From an optimization exercise on the open Yosys and OpenROAD flow, aimed at small area, a short achievable clock period and few clock cycles per item; shortcuts taken in it are not production practice. No run shown here included a check of the RTL's function; only the layout flow was run.

==> flow/design.v, too long to show whole: its modules and the start of the top module <==
// module iterative_karatsuba_32_16: 4180 lines
module iterative_karatsuba_32_16(clk, rst, enable, A, B, C, done);
  // ...
==> flow/flow/run.sh <==
#!/bin/bash
# The standard layout with two changes:
#  - synthesis skips Yosys's early "abc -fast" (SYNTH_ARGS=-noabc), so the
#    multiplier's full adders reach extract_fa as written and no inverters
#    land between the adder cells;
#  - every port still gets its buffer, but a plain buf_2 rather than the
#    delay cell buffer_ports picks by default.
set -euo pipefail
export BUFFER_PORTS_ARGS="-buffer_cell sky130_fd_sc_hd__buf_2"
bash standard.sh SYNTH_ARGS=-noabc synth > synth.log 2>&1
bash standard.sh > layout.log 2>&1
==> flow/standard.sh <==
#!/bin/bash
# synth_recipe.tcl (not shown) runs the flow's synth.tcl, then flattens the netlist and writes it again
# the make line also repeats each setting of config.mk as NAME=value (left out here)
make -C /OpenROAD-flow-scripts/flow DESIGN_CONFIG=/design/flow/config.mk WORK_HOME=/design/flow/orfs CLKGATE_MAP_FILE= SYNTH_SCRIPT=/design/flow/synth_recipe.tcl "${@:-finish}"
==> flow/config.mk <==
export PLATFORM = sky130hd
export DESIGN_NAME = iterative_karatsuba_32_16
export DESIGN_NICKNAME = iterative_karatsuba_32_16
export VERILOG_FILES = /design/flow/design.v
export SDC_FILE = /design/flow/constraint.sdc
export NUM_CORES = 4
export LEC_CHECK = 0
export CAP_MARGIN = 20
export CORE_MARGIN = 2
export CORE_UTILIZATION = 65
export PLACE_DENSITY = 0.75
export SLEW_MARGIN = 20
==> flow/constraint.sdc <==
create_clock -name core_clock -period 42.0 [get_ports {clk}]
set_input_delay 8.4000 -clock core_clock [delete_from_list [all_inputs] [get_ports {clk}]]
set_output_delay 8.4000 -clock core_clock [all_outputs]
set_load 0.01 [all_outputs]
==> summary.md, run 1 <==
| Metric | Value |
|---|---|
| GRT Util Overall | `about 44%` |
| Slew headroom | `22.1%` |
| Clock Root Buffer | `clkbuf_16` |
| Largest net degree at the start of global routing | `76` |
| Worst-path maximum fanout | `38` |
| Top reg by flops | `P_q` |
| Final std cells w/o fill | `3015` |
| Post-synth EDFFs | `0` |
| Outcome | `no timing/DRC/antenna violations` |
| Uppermost layer routed | `met4` |
| Adder-cell area share of the yosys netlist | `44.3%` |
| DRT Pass-1 Iters | `7` |
| Final worst-path cycle share | `60.2%` |
| Inst Count DP | `2999` |
| Layout fillers | `2979` |
| Io pins | `132` |
| Setup Buffers After CTS | `0` |
| Non-CTS buffers | `189` |
| Setup TNS | `0 ns` |
| Req. time, crit path | `between 30 and 40 ns` |
| Clk slew on worst S/H paths | `approximately 0.050 ns` |
| Crit path to | `C[62]` |
| Routed len/inst | `29.1 um` |
| Post-synthesis average cell area | `9.68 sq um` |
| Least-Margin Pin Slew | `1.17 ns` |
==> run 2: changes to the inputs <==
--- a/flow/config.mk
+++ b/flow/config.mk
@@ -9,4 +9,3 @@
 export CORE_MARGIN = 2
-export CORE_UTILIZATION = 65
-export PLACE_DENSITY = 0.75
+export CORE_UTILIZATION = 40
 export SLEW_MARGIN = 20
==> summary.md, run 2 <==
| Metric | Value |
|---|---|
| Flip-flop count of the largest register after layout | `64` |
| NumNets Final | `about 3200` |
| Critical path arrival | `~17 ns` |
| DRT Pass-1 Iters | `7 (unchanged)` |
| Setup Buffers After CTS | `0 (unchanged)` |
| CTS tree | `done` |
| Routed len/inst | `27.7 um (-4.7%)` |
| H-Tree Depth | `3` |
| Synth area leaders | `fa_1 38%, xnor2_1 18%, a22oi_1 14%` |
| Initial antenna violation count | `3` |
| Area Growth Syn to Fin | `5.83%` |
| Vias | `21200` |
| Vias in the first global route | `between 20000 and 25000` |
| Most frequent cells in the layout | `518 x xnor2_1, 473 x fa_1, 467 x a22oi_1` |
| Die height | `255 um` |
| Most instantiated cells after synthesis | `518 x xnor2_1, 473 x fa_1, 467 x a22oi_1` |
| Worst Setup Start Kind | `input pin` |
| Worst-path maximum fanout | `38 (unchanged)` |
| Main synth FF type | `dfxtp_1` |
| Reg2Reg Capture Point | `P_q[35]` |
| Crit path to | `C[62]` |
| Initial Util | `40.6%` |
| Skew-Pair Late Insertion Delay | `0.39 ns` |
| Core Rows | `91` |
| CP Class | `in2out` |
| Most used cell along the critical path | `fa_1` |
| Critical-path cell list | `buf_2 -> buf_4 -> ha_1 -> nand2b_1 -> inv_2 -> xnor2_1 -> fa_1 -> fa_1 -> fa_1 -> fa_1 -> fa_1 -> fa_1 -> ha_1 -> a21oi_1 -> o21ai_0 -> a221oi_1 -> or3_1 -> o211ai_1 -> nor3_1 -> a211oi_2 -> o31a_1 -> o21a_1 -> o31ai_1 -> buf_2` |
| Minimum clock period | `25.25 ns` |
| HPWL after DPL | `60800 um` |
| Syn Inst Count | `2594` |
| Yosys reg bits | `65` |
| Die width | `255 um` |
| PortBufs | `131` |
| Clock sink count | `65` |
| Top reg by flops | `P_q` |
| Fmax achieved | `roughly 40 MHz` |
| Register area share after synthesis | `a little over 5%` |
| Global placer's final weighted congestion | `0.903` |
| R2R cell count | `3` |
| First-pass GRT wire length | `140000 um` |
| Hold path start | `P_q[61]` |
| Setup Skew | `0.0109 ns` |
| Maxcap violations | `0` |
| Worst setup path startpoint | `B[1]` |
| Die area | `between 60000 and 70000 sq um` |
| Crit-path slowest cell | `a221oi_1` |
| Final setup viols | `0` |
| Yosys warns | `1` |
| Post_cts resized | `0` |
| Io pins | `132 (unchanged)` |
| Core Area | `a little over 60000 sq um` |
| RSZ-0062 raised after global routing | `no` |
| Top-area cell type share of the netlist area | `a little under two fifths` |
| Post-Syn Area | `about 25000 sq um` |
| Syn Nets | `3266` |
| Post-synth EDFFs | `0 (unchanged)` |
| Via density | `6.33` |
| Clk slew on worst S/H paths | `0.06 ns (about the same)` |
| Crit path depth | `24` |
| Cts bufs inserted | `9` |
| Async SR Flop Fraction | `0%` |
| Pre-CTS WS | `between 15 and 20 ns` |
| CP endpoint kind | `output pin` |
| Distinct cell type count after synthesis | `between 60 and 70` |
| GRT Util Overall | `29.0% (-15 points)` |
| CP max stage delay | `0.83 ns` |
| Commonest non-fill, non-tap cell in the layout | `xnor2_1` |
| Hold WC Path Type | `reg2reg` |
| Initial DRC count | `~2700` |
| Final hold vios | `0` |
| Grt ovf | `0` |
| Outcome | `no timing/DRC/antenna violations` |
| End-of-flow core utilization | `43.0%` |
| Largest area contributor in the netlist | `fa_1` |
| Final worst-path cycle share | `60.1% (about the same)` |
| Setup TNS | `0 ns (unchanged)` |
| Req. time, crit path | `33.60 ns (about the same)` |
| RR Startpoint | `held` |
| Design Area, Final | `26600 sq um` |
| Largest net degree at the start of global routing | `71 (-6.6%)` |
| DRC Markers | `0` |
| Least-Margin Pin Slew | `1.09 ns (-0.0762 ns)` |
| Min setup slack post-route | `16.75 ns` |
| Routed Antenna Nets | `0` |
| Buffers plus inverters on the worst setup path | `4` |
| CTS Hold Bufs | `0` |
| Count leader, synth | `xnor2_1` |
| Clock buffer depth | `2` |
| Placed cell area | `26300 sq um` |
| Setup slack, reg-to-reg | `39.81 ns` |
| Final wirelength | `slightly above 90000 um` |
| Slew headroom | `27.3% (+5.2 points)` |
| Layout cell share with drive strength beyond 1 | `10.5%` |
| Top flop regs | `P_q (64), held (1)` |
| Pins Over Slew Limit | `0` |
| Crit path max-delay family | `adder cells` |
| Clock Root Buffer | `clkbuf_16` |
| Hold WS | `0.455 ns` |
| Post-synthesis average cell area | `9.68 sq um (unchanged)` |
run 2: area by class of cell:
cell class | count | area [sq um]
multi-input cells | 2146 | 22400
fillers | 5963 | 35300
clock inverters | 6 | 60.1
clock buffers | 9 | 225
diodes | 1 | 2.50
flip-flops and latches | 65 | 1310
well taps | 837 | 1050
inverters | 88 | 330
repair buffers | 198 | 1160
run 2: per-stage QoR:
stage / instances
after global routing: 3349
after detailed placement: 3334
final: 3350
after floorplan: 2594
after global placement: 3334
after CTS: 3349
run 2: logic make-up after synthesis:
logic type / count (synthesis) / share of synthesized area (%)
compound gates: 686 / 19.8
fa+ha+maj: 605 / 44.3
xor+xnor: 562 / 19.6
buf+inv: 383 / 5.73
simple gates: 284 / 4.95
flops: 65 / 5.18
mux: 9 / 0.404
run 2: how the worst min path moves through the flow:
| stage | end | slack [ns] | depth (start not counted) |
|---|---|---|---|
| 2_1_floorplan | P_q[60] | 0.49 | 2 |
| 3_3_place_gp | P_q[54] | 0.44 | 2 |
| 3_5_place_dp | P_q[61] | 0.44 | 2 |
| 4_1_cts | P_q[61] | 0.46 | 2 |
| 5_1_grt | P_q[4] | 0.48 | 1 |
| 6_report | P_q[61] | 0.45 | 2 |
run 2: routing by layer:
metal,GRT usage [%],vias up,share of wire [%]
met1,37.2,10700,38
met4,13.5,4,4.7
li1,-,8702,-
met2,46.4,1500,46
met5,0,-,0.029
met3,6.60,288,11
run 2: worst reg2reg max path, stage by stage (launching register included):
cell and delay (ns):
dfxtp_4 0.66, buf_4 0.65, nor2_1 0.12, a311oi_1 0.60
==> run 3: changes to the inputs <==
--- a/flow/flow/run.sh
+++ b/flow/flow/run.sh
@@ -9,2 +9,3 @@
 export BUFFER_PORTS_ARGS="-buffer_cell sky130_fd_sc_hd__buf_2"
+export SETUP_SLACK_MARGIN=18
 bash standard.sh SYNTH_ARGS=-noabc synth > synth.log 2>&1
==> summary.md, run 3 <==
| Metric | Value |
|---|---|
| Count leader, synth | `xnor2_1` |
| Post-Synth XOR/XNOR Area | `19.6% (unchanged)` |
| Final wirelength | `93900 um (+1.3%)` |
| R2R cell count | `3 (unchanged)` |
| HPWL after DPL | `60800 um (unchanged)` |
| Adder-cell area share of the yosys netlist | `44.3% (unchanged)` |
| End-of-flow core utilization | `44.0% (+1.1 points)` |
| Worst-path maximum fanout | `38 (unchanged)` |
| Slew headroom | `26.4% (-0.88 points)` |
| Via density | `6.38 (+0.67%)` |
| Clock buffer depth | `2 (unchanged)` |
| DRT Pass-1 Iters | `7 (unchanged)` |
| Initial Util | `40.6% (unchanged)` |
| Clk slew on worst S/H paths | `0.06 ns (about the same)` |
| Most instantiated cells after synthesis | `518 x xnor2_1, 473 x fa_1, 467 x a22oi_1` |
| Post-synthesis average cell area | `9.68 sq um (unchanged)` |
| Pins Over Slew Limit | `0 (unchanged)` |
| First-pass GRT wire length | `141000 um (+0.41%)` |
| NumNets Final | `3200 (+0.63%)` |
| DRC Markers | `0 (unchanged)` |
| Clock Root Buffer | `clkbuf_16` |
| Maxcap violations | `0 (unchanged)` |
| Final setup viols | `0 (unchanged)` |
| Final worst-path cycle share | `56.7% (-3.4 points)` |
| Skew-Pair Late Insertion Delay | `0.40 ns (about the same)` |
| Core Area | `61800 sq um (unchanged)` |
| Setup TNS | `0 ns (unchanged)` |
| Yosys warns | `1 (unchanged)` |
| Minimum clock period | `23.82 ns (-1.42 ns)` |
| Vias | `21500 (+1.2%)` |
| Vias in the first global route | `22800 (+0.43%)` |
| Initial antenna violation count | `2 (-1)` |
| Least-Margin Pin Slew | `1.10 ns (+0.0132 ns)` |
| Initial DRC count | `2757 (+2.5%)` |
| Async SR Flop Fraction | `0% (unchanged)` |
| Req. time, crit path | `33.60 ns (about the same)` |
| Clock sink count | `65 (unchanged)` |
| Final std cells w/o fill | `3369 (+0.57%)` |
| Synth area leaders | `fa_1 38%, xnor2_1 18%, a22oi_1 14%` |
| Grt ovf | `0 (unchanged)` |
| Layout fillers | `5930 (-0.55%)` |
| CP endpoint kind | `output pin` |
| Routed Antenna Nets | `0 (unchanged)` |
| Min-Delay Path Depth | `2 (unchanged)` |
| Post-synth EDFFs | `0 (unchanged)` |
| Simple-Gate Fraction of Synth Area | `4.95% (unchanged)` |
| Outcome | `no timing/DRC/antenna violations` |
| Layout cell share with drive strength beyond 1 | `12.6% (+2.0 points)` |
| Die width | `255 um (unchanged)` |
| RSZ-0062 raised after global routing | `yes` |
| Top-area cell type share of the netlist area | `37.7% (unchanged)` |
| Die height | `255 um (unchanged)` |
| CP Class | `in2out` |
| Commonest non-fill, non-tap cell in the layout | `xnor2_1` |
| PortBufs | `131 (unchanged)` |
| Post-synthesis compound-gate area fraction | `19.8% (unchanged)` |
| # diodes | `0 (-1)` |
| Largest area contributor in the netlist | `fa_1` |
| Post-Syn Area | `25100 sq um (unchanged)` |
| Worst Setup Start Kind | `input pin` |
| Yosys reg bits | `65 (unchanged)` |
| Syn Nets | `3266 (unchanged)` |
| Multiplexer share of the synthesized area | `0.404% (unchanged)` |
| Main synth FF type | `dfxtp_1` |
| Most frequent cells in the layout | `514 x xnor2_1, 473 x fa_1, 467 x a22oi_1` |
| Global placer's final weighted congestion | `0.903 (unchanged)` |
| H-Tree Depth | `3 (unchanged)` |
| Routed len/inst | `27.9 um (+0.71%)` |
| Inst Count DP | `3334 (unchanged)` |
| Fmax achieved | `42.0 MHz (+6.0%)` |
| Setup Skew | `0.00955 ns (-0.00139 ns)` |
| Flip-flop count of the largest register after layout | `64 (unchanged)` |
| CTS tree | `done` |
| Syn Inst Count | `2594 (unchanged)` |
| Top reg by flops | `P_q` |
| Critical path arrival | `15.42 ns (-1.43 ns)` |
| Distinct cell type count after synthesis | `61 (unchanged)` |
| Largest family of logic cells by synthesized area | `adder cells` |
| Die area | `64800 sq um (unchanged)` |
| Area Growth Syn to Fin | `8.47%` |
| GRT Util Overall | `29.1% (+0.12 points)` |
| Final hold vios | `0 (unchanged)` |
| Cts bufs inserted | `9 (unchanged)` |
| Top flop regs | `P_q (64), held (1)` |
| Register area share after synthesis | `5.18% (unchanged)` |
| Largest net degree at the start of global routing | `71 (unchanged)` |
| Hold WC Path Type | `reg2reg` |
| Io pins | `132 (unchanged)` |
| Core Rows | `91 (unchanged)` |
-- run 3: cell counts after synthesis --
No cell type changed its count.
-- run 3: cell families after synthesis --
group | after synthesis
AOI/OAI and AO/OA | 686
adders and majority gates | 605
xor gates and xnor gates | 562
buffers and inverters | 383
and+or+nand+nor | 284
DFF | 65
muxes | 9
-- run 3: path summary, 6_finish.rpt --
check	from	end	slack (ns)
max	B[1]	C[39]	18.18
min	P_q[61]	P_q[61]	0.45
max reg2reg	held	P_q[35]	39.81
min reg2reg	P_q[61]	P_q[61]	0.45
-- run 3: layer usage --
layer / global-route usage [%] / up-vias / wire length [um]
met5: 0 / - / 30
met4: 13.4 / 4 / 4450
met3: 6.25 / 327 / 10800
met2: 46.8 / 1512 / 43300
met1: 37.5 / 10900 / 35400
li1: - / 8750 / -
-- run 3: final cells by class --
cell class | count | area [sq um] | area share, %
tap | 837 | 1050 | 3.85
sequential | 65 | 1310 | 4.79
clock inverter | 6 | 60.1 | 0.221
multi-input combinational | 2146 | 22600 | 83.1
inverter | 88 | 389 | 1.43
timing repair buffer | 218 | 1590 | 5.83
clock buffer | 9 | 225 | 0.827
-- run 3: worst max-delay path, cell delays in order --
cell and delay (ns):
buf_2 0.11, buf_12 0.18, ha_4 0.41, buf_6 0.25, a22oi_1 0.14, xnor2_1 0.30
fa_1 0.50, fa_1 0.52, fa_1 0.42, fa_1 0.45, fa_1 0.52, ha_1 0.36
a21oi_1 0.23, o21bai_1 0.09, a221o_2 0.46, o2111a_2 0.44, o31a_1 0.36, o21a_1 0.20
or2_4 0.25, a2111o_1 0.42, o221a_2 0.19, buf_2 0.18
-- run 3: what timing repair did --
action / 4_1_cts / 5_1_grt
cloned: 0 / 5
setup buffers: 7 / 8
resized for setup: 46 / 58
pin swaps: 2 / 6
setup endpoints to repair: 29 / 22
hold buffers: 0 / 0
-- run 3: metrics by stage --
step	worst slack, ns	area (sq um)	hold slack [ns]
after floorplan	18.77	25100	0.487
after global placement	16.98	26300	0.435
after detailed placement	16.88	26300	0.443
after CTS	18.01	26800	0.456
after global routing	17.88	27200	0.483
final	18.18	27200	0.455
==> run 4: changes to the inputs <==
--- a/flow/flow/run.sh
+++ b/flow/flow/run.sh
@@ -9,3 +9,3 @@
 export BUFFER_PORTS_ARGS="-buffer_cell sky130_fd_sc_hd__buf_2"
-export SETUP_SLACK_MARGIN=18
+export SETUP_SLACK_MARGIN=21
 bash standard.sh SYNTH_ARGS=-noabc synth > synth.log 2>&1
==> summary.md, run 4 <==
| Metric | Value |
|---|---|
| Outcome | `no timing/DRC/antenna violations` |
| Via density | `6.41 (+0.60%)` |
| Area Growth Syn to Fin | `29.1%` |
| Top reg by flops | `P_q` |
| Main synth FF type | `dfxtp_1` |
| Count leader, synth | `xnor2_1` |
| Top-area cell type share of the netlist area | `37.7% (unchanged)` |
| Fmax achieved | `42.9 MHz (+2.3%)` |
| Min setup slack post-route | `18.71 ns (+0.533 ns)` |
| GRT Util Overall | `32.1% (+3.0 points)` |
| Final wirelength | `104000 um (+10%)` |
| Setup TNS | `0 ns (unchanged)` |
| Syn Inst Count | `2594 (unchanged)` |
| Clock buffer depth | `2 (unchanged)` |
| Pins Over Slew Limit | `0 (unchanged)` |
| DRT Pass-1 Iters | `8 (+1)` |
| Global placer's final weighted congestion | `0.880 (-2.5%)` |
| Distinct cell type count after synthesis | `61 (unchanged)` |
| Yosys reg bits | `65 (unchanged)` |
| Hold WC Path Type | `reg2reg` |
| Reg2Reg Capture Point | `P_q[43]` |
| Clk slew on worst S/H paths | `0.06 ns (about the same)` |
| H-Tree Depth | `3 (unchanged)` |
| Initial antenna violation count | `2 (unchanged)` |
| Most instantiated cells after synthesis | `518 x xnor2_1, 473 x fa_1, 467 x a22oi_1` |
| RR Startpoint | `held` |
| CTS tree | `done` |
| Commonest non-fill, non-tap cell in the layout | `xnor2_1` |
| Grt ovf | `0 (unchanged)` |
| Vias | `23000 (+7.2%)` |
| Hold WS | `0.445 ns (-0.00949 ns)` |
| Worst-path maximum fanout | `16 (-58%)` |
| Post-synth EDFFs | `0 (unchanged)` |
| Top flop regs | `P_q (64), held (1)` |
| CP max stage delay | `0.60 ns (+0.08 ns)` |
| Die height | `255 um (unchanged)` |
| Critical-path cell list | `buf_4 -> ha_4 -> buf_6 -> buf_4 -> buf_4 -> buf_8 -> a22oi_1 -> xnor2_1 -> ha_1 -> fa_2 -> fa_2 -> fa_1 -> fa_1 -> ha_1 -> inv_2 -> o21bai_1 -> a221o_2 -> o2111a_2 -> o31a_1 -> o21a_1 -> or2_4 -> a2111o_1 -> o221a_4 -> buf_6` |
| First-pass GRT wire length | `154000 um (+9.8%)` |
| Slew headroom | `42.3% (+16 points)` |
| Async SR Flop Fraction | `0% (unchanged)` |
| CP endpoint kind | `output pin` |
| Core Rows | `91 (unchanged)` |
| Initial DRC count | `3042 (+10%)` |
| Least-Margin Pin Slew | `0.866 ns (-0.238 ns)` |
| Yosys warns | `1 (unchanged)` |
| Post-Syn Area | `25100 sq um (unchanged)` |
| Initial Util | `40.6% (unchanged)` |
| Cts bufs inserted | `9 (unchanged)` |
| Crit path to | `C[39]` |
| Maxcap violations | `0 (unchanged)` |
| Multi-input logic area | `24700 sq um (+9.3%)` |
| Routed len/inst | `28.9 um (+3.5%)` |
| Post-synthesis average cell area | `9.68 sq um (unchanged)` |
| HPWL after DPL | `60500 um (-0.44%)` |
| Most frequent cells in the layout | `477 x xnor2_1, 411 x a22oi_1, 392 x fa_1` |
| DRC Markers | `0 (unchanged)` |
| Vias in the first global route | `25000 (+9.5%)` |
| Skew-Pair Late Insertion Delay | `0.41 ns (about the same)` |
| Final setup viols | `0 (unchanged)` |
| Layout cell share with drive strength beyond 1 | `31.8% (+19 points)` |
| Register area share after synthesis | `5.18% (unchanged)` |
| Die area | `64800 sq um (unchanged)` |
| Largest net degree at the start of global routing | `62 (-13%)` |
| Final worst-path cycle share | `55.5% (-1.3 points)` |
| CP Class | `in2out` |
| Most used cell along the critical path | `buf_4` |
| Critical path arrival | `14.89 ns (-0.53 ns)` |
| Largest area contributor in the netlist | `fa_1` |
| FF+latch area | `1310 sq um (unchanged)` |
| Flip-flop count of the largest register after layout | `64 (unchanged)` |
| PortBufs | `131 (unchanged)` |
| Minimum clock period | `23.29 ns (-0.533 ns)` |
| Synth area leaders | `fa_1 38%, xnor2_1 18%, a22oi_1 14%` |
| Layout fillers | `5391 (-9.1%)` |
| Syn Nets | `3266 (unchanged)` |
| Crit-path slowest cell | `fa_1` |
| RSZ-0062 raised after global routing | `yes` |
| Worst setup path startpoint | `B[10]` |
| Setup slack, reg-to-reg | `40.27 ns (+0.46 ns)` |
| Routed Antenna Nets | `0 (unchanged)` |
| Clock sink count | `65 (unchanged)` |
| Clock Root Buffer | `clkbuf_16` |
| Core Area | `61800 sq um (unchanged)` |
| Req. time, crit path | `33.60 ns (about the same)` |
| Io pins | `132 (unchanged)` |
| Setup Skew | `0.00927 ns (-0.000280 ns)` |
| Die width | `255 um (unchanged)` |
| Pre-CTS WS | `17.38 ns (+0.496 ns)` |
| R2R cell count | `4 (+1)` |
| Worst Setup Start Kind | `input pin` |
| Final hold vios | `0 (unchanged)` |
| NumNets Final | `3417 (+6.8%)` |
run 4: changes by cell type in the layout (fill, tap and decap cells not counted), sizes merged:
cell      delta
bufbuf      +17
clkinvlp     -3
clkbuf       +2
bufinv       +2
buf        +199
clkinv       +1
diode        +3
run 4: critical path, delay by kind of cell:
family | cells | cell delay (ns)
buffers and inverters | 7 | 0.91
AO/OA/AOI/OAI | 8 | 2.21
XOR/XNOR | 1 | 0.19
adder cells (fa/ha/maj) | 7 | 2.90
AND/OR/NAND/NOR | 1 | 0.26
run 4: layer usage:
metal  vias to the layer above  wire length [um]  global-route usage [%]  share of wire (%)
met3                       499             12900                    11.1                 12
met5                         -                 9                       0             0.0087
met4                         2              7130                    20.0                6.9
met1                     11600             36600                    38.0                 35
met2                      1737             47000                    50.1                 45
li1                       9220                 -                       -                  -
run 4: logic make-up after synthesis:
kind of cell    count (synthesis)  synth area share (%)
compound gates                686                  19.8
fa+ha+maj                     605                  44.3
xor+xnor                      562                  19.6
buf+inv                       383                  5.73
simple gates                  284                  4.95
flops                          65                  5.18
mux                             9                 0.404
run 4: what timing repair did:
item,CTS,global route
hold buffers,0,0
gates cloned,23,3
buffers inserted,188,33
pin swaps,184,81
gates resized for setup,429,126
setup endpoints to repair,57,55
hold endpoints to repair,0,0
run 4: how the worst min path moves through the flow:
stage	from	to	cells past startpoint
after detailed placement	P_q[51]	P_q[51]	2
final	P_q[38]	P_q[38]	2
after global placement	P_q[44]	P_q[44]	2
after CTS	P_q[51]	P_q[51]	2
after floorplan	P_q[60]	P_q[60]	2
after global routing	P_q[51]	P_q[51]	2
run 4: final cells by class:
type | instances | share of cell area, %
diodes | 3 | 0.0232
clock buffers | 11 | 0.784
clock inverters | 5 | 0.262
inverters | 88 | 1.45
multi-input cells | 2146 | 76.2
flip-flops and latches | 65 | 4.03
well taps | 837 | 3.23
repair buffers | 434 | 14.0
repair inverters | 1 | 0.0270
run 4: stage by stage:
| stage | std cells | util (%) | instance area (sq um) |
|---|---|---|---|
| after global placement | 3324 | 43.6 | 27000 |
| after global routing | 3587 | 52.4 | 32400 |
| after CTS | 3551 | 50.9 | 31500 |
| final | 3590 | 52.4 | 32400 |
| after floorplan | 2594 | - | 26300 |
| after detailed placement | 3324 | 43.6 | 27000 |
==> run 5: changes to the inputs <==
--- a/flow/flow/run.sh
+++ b/flow/flow/run.sh
@@ -9,3 +9,3 @@
 export BUFFER_PORTS_ARGS="-buffer_cell sky130_fd_sc_hd__buf_2"
-export SETUP_SLACK_MARGIN=21
+export SETUP_SLACK_MARGIN=19.5
 bash standard.sh SYNTH_ARGS=-noabc synth > synth.log 2>&1
==> summary.md, run 5 <==
| Metric | Value |
|---|---|
| Outcome | `no timing/DRC/antenna violations` |
| Most frequent cells in the layout | `475 x xnor2_1, 424 x a22oi_1, 389 x fa_1` |
| Min setup slack post-route | `18.62 ns (-0.0886 ns)` |
| Least-Margin Pin Slew | `0.940 ns (+0.0743 ns)` |
| Clock sink count | `65 (unchanged)` |
| Core Area | `61800 sq um (unchanged)` |
| Main synth FF type | `dfxtp_1` |
| Worst-path maximum fanout | `33 (+17)` |
| End-of-flow core utilization | `52.7% (+0.28 points)` |
| Distinct cell type count after synthesis | `61 (unchanged)` |
| Met2 GRT Util | `51.2% (+1.0 points)` |
| Count leader, synth | `xnor2_1` |
| Pre-CTS WS | `17.31 ns (-0.0687 ns)` |
| Via density | `6.60 (+2.9%)` |
| Largest net degree at the start of global routing | `67 (+8.1%)` |
| Setup Skew | `0.0241 ns (+0.0148 ns)` |
| GRT Max-Usage Layer | `met2` |
| Final hold vios | `0 (unchanged)` |
| Final wirelength | `110000 um (+6.0%)` |
| Final worst-path cycle share | `55.7% (+0.21 points)` |
| Top-area cell type share of the netlist area | `37.7% (unchanged)` |
| RSZ-0062 raised after global routing | `yes` |
| Die height | `255 um (unchanged)` |
| Area Growth Syn to Fin | `29.8%` |
| Skew-Pair Late Insertion Delay | `0.41 ns (about the same)` |
| First-pass GRT wire length | `160000 um (+3.4%)` |
| Syn Nets | `3266 (unchanged)` |
| Worst Setup Start Kind | `input pin` |
| Commonest non-fill, non-tap cell in the layout | `xnor2_1` |
| CTS tree | `done` |
| Synth area leaders | `fa_1 38%, xnor2_1 18%, a22oi_1 14%` |
| Top flop regs | `P_q (64), held (1)` |
| Grt ovf | `0 (unchanged)` |
| Post-synthesis average cell area | `9.68 sq um (unchanged)` |
| Post-Syn Area | `25100 sq um (unchanged)` |
| GRT Util Overall | `33.6% (+1.4 points)` |
| Yosys reg bits | `65 (unchanged)` |
| Hold WC Path Type | `reg2reg` |
| Critical path arrival | `14.98 ns (+0.09 ns)` |
| Vias | `23800 (+3.4%)` |
| Die width | `255 um (unchanged)` |
| HPWL after DPL | `60600 um (+0.14%)` |
| Core Rows | `91 (unchanged)` |
| Req. time, crit path | `33.60 ns (about the same)` |
| Final setup viols | `0 (unchanged)` |
| Setup TNS | `0 ns (unchanged)` |
| Initial Util | `40.6% (unchanged)` |
| Met1 usage | `39.7% (+1.8 points)` |
| Flip-flop count of the largest register after layout | `64 (unchanged)` |
| Layout cell share with drive strength beyond 1 | `30.7% (-1.1 points)` |
| Clock buffer depth | `2 (unchanged)` |
| NumNets Final | `3436 (+0.56%)` |
| CP endpoint kind | `output pin` |
| PortBufs | `131 (unchanged)` |
| Vias in the first global route | `25200 (+0.79%)` |
| Pins Over Slew Limit | `0 (unchanged)` |
| Yosys warns | `1 (unchanged)` |
| Largest area contributor in the netlist | `fa_1` |
| Cts bufs inserted | `9 (unchanged)` |
| CTS Hold Bufs | `0 (unchanged)` |
| Initial antenna violation count | `0 (-2)` |
| Async SR Flop Fraction | `0% (unchanged)` |
| Slew headroom | `37.3% (-5.0 points)` |
| Met3 Usage GRT | `12.2% (+1.1 points)` |
| Fmax achieved | `42.8 MHz (-0.38%)` |
| Register area share after synthesis | `5.18% (unchanged)` |
| Maxcap violations | `0 (unchanged)` |
| Die area | `64800 sq um (unchanged)` |
| Minimum clock period | `23.38 ns (+0.0886 ns)` |
| H-Tree Depth | `3 (unchanged)` |
| Initial DRC count | `3219 (+5.8%)` |
| Clk slew on worst S/H paths | `0.08 ns (+0.02 ns)` |
| Most instantiated cells after synthesis | `518 x xnor2_1, 473 x fa_1, 467 x a22oi_1` |
| DRC Markers | `0 (unchanged)` |
| DRT Pass-1 Iters | `7 (-1)` |
| Syn Inst Count | `2594 (unchanged)` |
| Post-synth EDFFs | `0 (unchanged)` |
| CP Class | `in2out` |
| Top reg by flops | `P_q` |
| Io pins | `132 (unchanged)` |
| Clock Root Buffer | `clkbuf_16` |
| Routed len/inst | `30.4 um (+5.5%)` |
| Routed Antenna Nets | `0 (unchanged)` |
| Global placer's final weighted congestion | `0.885 (+0.56%)` |
run 5: routing by layer:
layer  wire [um]  share of wire, %
met5           0                 0
met4        8750               8.0
met3       14700                13
met2       48300                44
met1       38100                35
run 5: area by class of cell:
cell class | instances | area (sq um)
inverter | 88 | 454
tap | 837 | 1050
clock buffer | 9 | 225
antenna | 2 | 5.00
fill | 5295 | 29200
timing repair inverter | 2 | 17.5
clock inverter | 7 | 103
timing repair buffer | 451 | 5020
sequential | 65 | 1310
multi-input combinational | 2147 | 24400
run 5: worst max-delay path: stages:
cell and delay, ns:
buf_2 0.07, buf_4 0.45, a22oi_1 0.23, xnor2_1 0.28
fa_2 0.50, fa_2 0.38, fa_2 0.48, fa_2 0.36
fa_1 0.53, fa_2 0.46, ha_4 0.19, a21oi_2 0.15
o21ai_2 0.08, or4_4 0.53, a31oi_4 0.28, o211ai_1 0.25
nor3_2 0.28, a211oi_2 0.17, o31a_1 0.32, o21a_1 0.22
o31ai_4 0.18, buf_2 0.17
run 5: repair_timing:
item,4_1_cts,5_1_grt
setup buffers,169,62
setup endpoints to repair,48,42
pin swaps,145,145
cloned,32,1
gates resized for setup,444,163
run 5: final timing paths:
path         cells past startpoint    start      end  slack (ns)
max                             22    A[28]    C[62]       18.62
min                              2  P_q[58]  P_q[58]        0.45
max reg2reg                      2     held  P_q[16]       39.88
min reg2reg                      2  P_q[58]  P_q[58]        0.45
run 5: stage by stage:
step / hold WS [ns] / area, sq um / instances
3_3_place_gp: 0.432 / 26600 / 3326
4_1_cts: 0.462 / 31400 / 3543
2_1_floorplan: 0.450 / 25800 / 2594
3_5_place_dp: 0.442 / 26600 / 3326
6_report: 0.453 / 32600 / 3608
5_1_grt: 0.482 / 32600 / 3606
run 5: logic make-up (layout without fill, tap and decap cells):
| family | after synthesis | in the layout | synth area share, % |
|---|---|---|---|
| AO/OA/AOI/OAI | 686 | 687 | 19.8 |
| XOR/XNOR | 562 | 562 | 19.6 |
| adder cells (fa/ha/maj) | 605 | 605 | 44.3 |
| buffers and inverters | 383 | 557 | 5.73 |
| flip-flops | 65 | 65 | 5.18 |
| multiplexers | 9 | 9 | 0.404 |
| other | 0 | 2 | 0 |
| AND/OR/NAND/NOR | 284 | 284 | 4.95 |
==> run 6: changes to the inputs <==
--- a/flow/flow/run.sh
+++ b/flow/flow/run.sh
@@ -9,3 +9,3 @@
 export BUFFER_PORTS_ARGS="-buffer_cell sky130_fd_sc_hd__buf_2"
-export SETUP_SLACK_MARGIN=19.5
+export SETUP_SLACK_MARGIN=18
 bash standard.sh SYNTH_ARGS=-noabc synth > synth.log 2>&1
--- a/flow/config.mk
+++ b/flow/config.mk
@@ -7,2 +7,3 @@
 export LEC_CHECK = 0
+export ABC_AREA = 1
 export CAP_MARGIN = 20
==> summary.md, run 6 <==
| Metric | Value |
|---|---|
| Least-Margin Pin Slew | `0.925 ns (-0.0150 ns)` |
| Clk slew on worst S/H paths | `0.06 ns (-0.02 ns)` |
| Async SR Flop Fraction | `0% (unchanged)` |
| Flip-flop count of the largest register after layout | `64 (unchanged)` |
| DRC Markers | `0 (unchanged)` |
| First-pass GRT wire length | `142000 um (-11%)` |
| Via density | `5.91 (-10%)` |
| Hold WC Path Type | `reg2reg` |
| Fmax achieved | `42.8 MHz (+0.17%)` |
| Critical path arrival | `14.94 ns (-0.04 ns)` |
| Die area | `66600 sq um (+2.8%)` |
| Pre-CTS WS | `18.29 ns (+0.984 ns)` |
| Post-Syn Area | `25800 sq um (+2.9%)` |
| Die height | `258 um (+1.4%)` |
| # diodes | `0 (-2)` |
| Final hold vios | `0 (unchanged)` |
| Register area share after synthesis | `5.04% (-0.14 points)` |
| Pins Over Slew Limit | `0 (unchanged)` |
| Largest net degree at the start of global routing | `77 (+15%)` |
| FF+latch area | `1310 sq um (unchanged)` |
| Most instantiated cells after synthesis | `507 x xor2_1, 496 x o22ai_1, 473 x fa_1` |
| Main synth FF type | `dfxtp_1` |
| Setup Skew | `0.00712 ns (-0.0170 ns)` |
| Die width | `258 um (+1.4%)` |
| End-of-flow core utilization | `42.8% (-9.9 points)` |
| Count leader, synth | `xor2_1` |
| Layout fillers | `6294 (+19%)` |
| CP Class | `in2out` |
| CTS tree | `done` |
| Cts bufs inserted | `9 (unchanged)` |
| Top flop regs | `P_q (64), held (1)` |
| Maxcap violations | `0 (unchanged)` |
| PortBufs | `131 (unchanged)` |
| Post-synth EDFFs | `0 (unchanged)` |
| Yosys warns | `1 (unchanged)` |
| Clock sink count | `65 (unchanged)` |
| NumNets Final | `3662 (+6.6%)` |
| Distinct cell type count after synthesis | `42 (-31%)` |
| CP endpoint kind | `output pin` |
| Most frequent cells in the layout | `507 x xor2_1, 496 x o22ai_1, 473 x fa_1` |
| Skew-Pair Late Insertion Delay | `0.38 ns (-0.03 ns)` |
| Largest area contributor in the netlist | `fa_1` |
| Routed Antenna Nets | `0 (unchanged)` |
| Vias in the first global route | `23200 (-7.9%)` |
| Io pins | `132 (unchanged)` |
| GRT Util Overall | `28.0% (-5.5 points)` |
| Commonest non-fill, non-tap cell in the layout | `xor2_1` |
| Yosys reg bits | `65 (unchanged)` |
| DRT Pass-1 Iters | `6 (-1)` |
| Multi-input logic area | `22500 sq um (-7.7%)` |
| Initial Util | `40.3% (-0.33 points)` |
| Top reg by flops | `P_q` |
| Initial antenna violation count | `7 (+7)` |
| Setup TNS | `0 ns (unchanged)` |
| Core Area | `64100 sq um (+3.7%)` |
| Grt ovf | `0 (unchanged)` |
| Synth area leaders | `fa_1 37%, xor2_1 17%, o22ai_1 12%` |
| RSZ-0062 raised after global routing | `no` |
| Syn Nets | `3701 (+13%)` |
| Outcome | `no timing/DRC/antenna violations` |
| Global placer's final weighted congestion | `0.957 (+8.1%)` |
| Vias | `22800 (-4.4%)` |
| Minimum clock period | `23.34 ns (-0.0393 ns)` |
| Core Rows | `93 (+2.2%)` |
| Final worst-path cycle share | `55.6% (-0.094 points)` |
| HPWL after DPL | `63400 um (+4.6%)` |
| Post-synthesis average cell area | `8.53 sq um (-12%)` |
| Final wirelength | `93200 um (-15%)` |
| Routed len/inst | `24.2 um (-20%)` |
| Area Growth Syn to Fin | `6.35%` |
| Setup Buffers After CTS | `0 (-100%)` |
| Min setup slack post-route | `18.66 ns (+0.0393 ns)` |
| Top-area cell type share of the netlist area | `36.7% (-1.0 points)` |
| Clock buffer depth | `2 (unchanged)` |
| Slew headroom | `38.2% (+0.93 points)` |
| Req. time, crit path | `33.60 ns (about the same)` |
| Clock Root Buffer | `clkbuf_16` |
| H-Tree Depth | `3 (unchanged)` |
| Syn Inst Count | `3029 (+17%)` |
| Final setup viols | `0 (unchanged)` |
| Initial DRC count | `2416 (-25%)` |
| Layout cell share with drive strength beyond 1 | `9.58% (-21 points)` |
| Hold WS | `0.445 ns (-0.00895 ns)` |
| Worst Setup Start Kind | `input pin` |
| Worst-path maximum fanout | `38 (+15%)` |
[run 6: changes by cell type after synthesis, moves of 16 or more]
cell / previous run / this run
a22oi_1: 467 / 0
o21ai_0: 47 / 15
inv_1: 74 / 260
o31ai_1: 34 / 0
nor2_1: 30 / 93
xnor2_1: 518 / 29
a21oi_1: 35 / 51
buf_2: 1 / 48
o22ai_1: 11 / 496
xor2_1: 44 / 507
nand3_1: 10 / 101
nand2b_1: 19 / 0
nand2_1: 179 / 463
clkbuf_1: 282 / 201
[run 6: metrics by stage]
step                instances  instance area (sq um)
floorplan                3029                  25800
global placement         3834                  27200
detailed placement       3834                  27200
CTS                      3850                  27500
global route             3850                  27500
finish                   3850                  27500
[run 6: critical path, cell delays in order]
cell     delay [ns]
buf_2          0.09
buf_6          0.37
ha_1           0.33
inv_1          0.06
buf_4          0.33
o22ai_1        0.15
xor2_1         0.19
fa_1           0.52
fa_1           0.54
fa_1           0.41
fa_1           0.54
fa_1           0.42
ha_1           0.31
nand2_1        0.11
nand2_1        0.09
a21oi_2        0.37
nand2_2        0.23
a21oi_2        0.22
nand2_4        0.24
fa_1           0.47
xnor2_1        0.14
o21ai_0        0.19
buf_2          0.17
[run 6: area by class of cell]
type / count / share of cell area [%]
Clock buffer: 11 / 0.884
Clock inverter: 5 / 0.114
Inverter: 265 / 3.64
Multi-Input combinational cell: 2436 / 82.1
Sequential cell: 65 / 4.75
Tap cell: 855 / 3.90
Timing Repair Buffer: 213 / 4.64
[run 6: logic make-up (layout without fill, tap and decap cells)]
group                    Yosys count  after routing  share of synthesized area, %
AO/OA/AOI/OAI                    594            594                          14.3
XOR/XNOR                         536            536                          18.2
adder cells (fa/ha/maj)          605            605                          43.1
buffers and inverters            528            494                          8.11
flip-flops                        65             65                          5.04
AND/OR/NAND/NOR                  701            701                          11.3
[run 6: timing repair]
item | 4_1_cts | 5_1_grt
resized for setup | 0 | 2
endpoints found under the hold margin | 0 | 0
endpoints found under the setup margin | 0 | 2
hold buffers | 0 | 0
[run 6: routing by layer]
| metal | GRT usage [%] | share of wire [%] |
|---|---|---|
| met5 | 0 | 0.079 |
| met2 | 42.1 | 43 |
| met3 | 9.16 | 13 |
| met1 | 37.1 | 39 |
| met4 | 11.8 | 4.3 |
[run 6: path summary, 6_finish.rpt]
kind         startpoint       to  slack, ns  cells after the start
max                B[1]    C[33]      18.66                     23
min             P_q[45]  P_q[45]       0.44                      2
max reg2reg        held  P_q[13]      39.81                      4
min reg2reg     P_q[45]  P_q[45]       0.44                      2
==> run 7: changes to the inputs <==
--- a/flow/flow/run.sh
+++ b/flow/flow/run.sh
@@ -9,3 +9,2 @@
 export BUFFER_PORTS_ARGS="-buffer_cell sky130_fd_sc_hd__buf_2"
-export SETUP_SLACK_MARGIN=18
 bash standard.sh SYNTH_ARGS=-noabc synth > synth.log 2>&1
--- a/flow/config.mk
+++ b/flow/config.mk
@@ -7,6 +7,5 @@
 export LEC_CHECK = 0
-export ABC_AREA = 1
-export CAP_MARGIN = 20
+export CAP_MARGIN = 50
 export CORE_MARGIN = 2
 export CORE_UTILIZATION = 40
-export SLEW_MARGIN = 20
+export SLEW_MARGIN = 70
==> summary.md, run 7 <==
| Metric | Value |
|---|---|
| DRC Markers | `0 (unchanged)` |
| Initial antenna violation count | `0 (-7)` |
| Clock Root Buffer | `clkbuf_16` |
| Final hold vios | `0 (unchanged)` |
| Flip-flop count of the largest register after layout | `64 (unchanged)` |
| Clock sink count | `65 (unchanged)` |
| Hold WS | `0.455 ns (+0.0107 ns)` |
| NumNets Final | `3192 (-13%)` |
| Distinct cell type count after synthesis | `61 (+45%)` |
| Post-Syn Area | `25100 sq um (-2.8%)` |
| Most used cell along the critical path | `fa_1` |
| Post-synthesis average cell area | `9.68 sq um (+14%)` |
| Setup TNS | `0 ns (unchanged)` |
| Vias | `21400 (-5.8%)` |
| CP endpoint kind | `output pin` |
| Crit-path slowest cell | `fa_1` |
| Vias in the first global route | `22900 (-1.2%)` |
| Slew headroom | `68.8% (+31 points)` |
| Post-synth EDFFs | `0 (unchanged)` |
| Die width | `255 um (-1.4%)` |
| Hold path start | `P_q[54]` |
| Pre-CTS WS | `17.52 ns (-0.776 ns)` |
| CP max stage delay | `0.53 ns (about the same)` |
| Minimum clock period | `24.42 ns (+1.08 ns)` |
| PortBufs | `131 (unchanged)` |
| CTS tree | `done` |
| Final setup viols | `0 (unchanged)` |
| Syn Inst Count | `2594 (-14%)` |
| Top-area cell type share of the netlist area | `37.7% (+1.0 points)` |
| Least-Margin Pin Slew | `0.468 ns (-0.457 ns)` |
| Layout cell share with drive strength beyond 1 | `12.4% (+2.9 points)` |
| Pins Over Slew Limit | `0 (unchanged)` |
| Hold EP | `P_q[54]` |
| Grt ovf | `0 (unchanged)` |
| Req. time, crit path | `33.60 ns (about the same)` |
| Post_cts resized | `0 (unchanged)` |
| Reg2Reg Capture Point | `P_q[35]` |
| Largest net degree at the start of global routing | `71 (-7.8%)` |
| CTS Hold Bufs | `0 (unchanged)` |
| Most frequent cells in the layout | `514 x xnor2_1, 473 x fa_1, 467 x a22oi_1` |
| CP Class | `in2out` |
| Maxcap violations | `0 (unchanged)` |
| Setup Buffers After CTS | `0 (unchanged)` |
| Fmax achieved | `40.9 MHz (-4.4%)` |
| Cts bufs inserted | `9 (unchanged)` |
| First-pass GRT wire length | `140000 um (-1.3%)` |
| End-of-flow core utilization | `44.3% (+1.5 points)` |
| Min setup slack post-route | `17.58 ns (-1.08 ns)` |
| Final worst-path cycle share | `58.1% (+2.6 points)` |
| Register area share after synthesis | `5.18% (+0.14 points)` |
| Global placer's final weighted congestion | `0.903 (-5.7%)` |
| Skew-Pair Late Insertion Delay | `0.39 ns (about the same)` |
| Die height | `255 um (-1.4%)` |
| Routed Antenna Nets | `0 (unchanged)` |
| Yosys reg bits | `65 (unchanged)` |
| Count leader, synth | `xnor2_1` |
| Critical path arrival | `16.02 ns (+1.08 ns)` |
| Area Growth Syn to Fin | `9.17%` |
| Min-Delay Path Depth | `2 (unchanged)` |
| Syn Nets | `3266 (-12%)` |
| Core Area | `61800 sq um (-3.6%)` |
| Async SR Flop Fraction | `0% (unchanged)` |
| Commonest non-fill, non-tap cell in the layout | `xnor2_1` |
| Setup slack, reg-to-reg | `40.27 ns (+0.46 ns)` |
| Top reg by flops | `P_q` |
| Synth area leaders | `fa_1 38%, xnor2_1 18%, a22oi_1 14%` |
| RSZ-0062 raised after global routing | `no` |
| # diodes | `0 (unchanged)` |
| Main synth FF type | `dfxtp_1` |
| Initial Util | `40.6% (+0.33 points)` |
| Clock buffer depth | `2 (unchanged)` |
| RR Startpoint | `held` |
| Initial DRC count | `2608 (+7.9%)` |
| Hold WC Path Type | `reg2reg` |
| Worst Setup Start Kind | `input pin` |
| Outcome | `no timing/DRC/antenna violations` |
| Via density | `6.38 (+7.9%)` |
| R2R cell count | `5 (+1)` |
| H-Tree Depth | `3 (unchanged)` |
| Most instantiated cells after synthesis | `518 x xnor2_1, 473 x fa_1, 467 x a22oi_1` |
| Yosys warns | `1 (unchanged)` |
| Routed len/inst | `27.6 um (+14%)` |
| Largest area contributor in the netlist | `fa_1` |
| Core Rows | `91 (-2.2%)` |
| Setup Skew | `0.0131 ns (+0.00598 ns)` |
| Io pins | `132 (unchanged)` |
| Clk slew on worst S/H paths | `0.06 ns (about the same)` |
| Worst-path maximum fanout | `18 (-53%)` |
| HPWL after DPL | `61800 um (-2.6%)` |
| DRT Pass-1 Iters | `7 (+1)` |
| Final wirelength | `92800 um (-0.40%)` |
| Die area | `64800 sq um (-2.7%)` |
| Top flop regs | `P_q (64), held (1)` |
| GRT Util Overall | `29.0% (+0.96 points)` |
[run 7: cell count changes in the layout (fill, tap and decap cells not counted), sizes merged, moves of 69 or more]
cell / before / now
inv: 262 / 79
xor2: 507 / 44
a22oi: 0 / 467
nand3: 104 / 10
xnor2: 29 / 518
nor2: 99 / 30
nand2: 480 / 179
o22ai: 496 / 11
[run 7: cell families after synthesis]
group,after synthesis,share of synthesized area [%]
compound gates,686,19.8
fa+ha+maj,605,44.3
xor+xnor,562,19.6
buf+inv,383,5.73
simple gates,284,4.95
flops,65,5.18
mux,9,0.404
[run 7: critical path, delay by kind of cell]
kind / cells / cell delay (ns)
simple gates: 5 / 0.96
buf+inv: 5 / 1.55
compound gates: 6 / 1.47
xor+xnor: 1 / 0.25
fa+ha+maj: 8 / 3.35
[run 7: final cells by class]
| class | instances | area, sq um |
|---|---|---|
| inverter | 88 | 343 |
| clock buffer | 9 | 225 |
| timing repair buffer | 210 | 1750 |
| sequential | 65 | 1310 |
| fill | 5888 | 34400 |
| multi-input combinational | 2146 | 22700 |
| tap | 837 | 1050 |
| clock inverter | 6 | 60.1 |
[run 7: worst max-delay path by stage]
| stage | start | end | cells after the start |
|---|---|---|---|
| after floorplan | B[29] | C[62] | 23 |
| after global placement | B[1] | C[62] | 24 |
| after detailed placement | B[15] | C[62] | 25 |
| after CTS | B[15] | C[62] | 25 |
| after global routing | B[15] | C[62] | 25 |
| final | B[15] | C[63] | 25 |
[run 7: layer usage]
| layer | vias to the layer above | part of all wire, % | track usage, % |
|---|---|---|---|
| met4 | 0 | 5.4 | 14.2 |
| li1 | 8733 | - | - |
| met1 | 10800 | 37 | 36.7 |
| met3 | 344 | 12 | 7.21 |
| met5 | - | 0 | 0 |
| met2 | 1568 | 46 | 46.3 |
[run 7: stage by stage]
step	instance area, sq um	cells
global placement	26300	3334
finish	27400	3361
global route	27400	3361
CTS	27200	3357
detailed placement	27000	3342
floorplan	25100	2594

==> what the ideal ports hide <==
The flow's constraints put no driver on any port. The routed layouts listed below were extracted and timed again, unchanged, in two steps.
Step 1 (the two cells are an assumption about what drives the block):
set clk [get_ports {clk}]
set_driving_cell -lib_cell sky130_fd_sc_hd__clkbuf_16 $clk
set_driving_cell -lib_cell sky130_fd_sc_hd__buf_2 [delete_from_list [all_inputs] $clk]
Step 2 moves the port delays by t, midway between the first and last clock arrival at a register: inputs arrive t later, outputs are due t later. That takes back most of the time a late clock gives input paths.
Slacks: ideal ports / drivers / drivers and shift; pairs: ideal ports / drivers.
run | shift t [ns] | setup slack, ns | pins driven straight from the clock port
run 1 | 0.414 | 16.733 / 16.714 / 16.714 | 1
run 2 | 0.447 | 16.754 / 16.731 / 16.731 | 1
run 3 | 0.452 | 18.176 / 18.153 / 18.153 | 1
run 4 | 0.459 | 18.709 / 18.672 / 18.672 | 1
run 5 | 0.462 | 18.620 / 18.599 / 18.599 | 1
run 6 | 0.429 | 18.659 / 18.612 / 18.612 | 1
run 7 | 0.448 | 17.577 / 17.547 / 17.547 | 1
After both steps setup and hold are still met in every run listed. The setup slack of run 6, which loses most, moves by -0.047 ns with the drivers and by -0.047 ns with both steps.
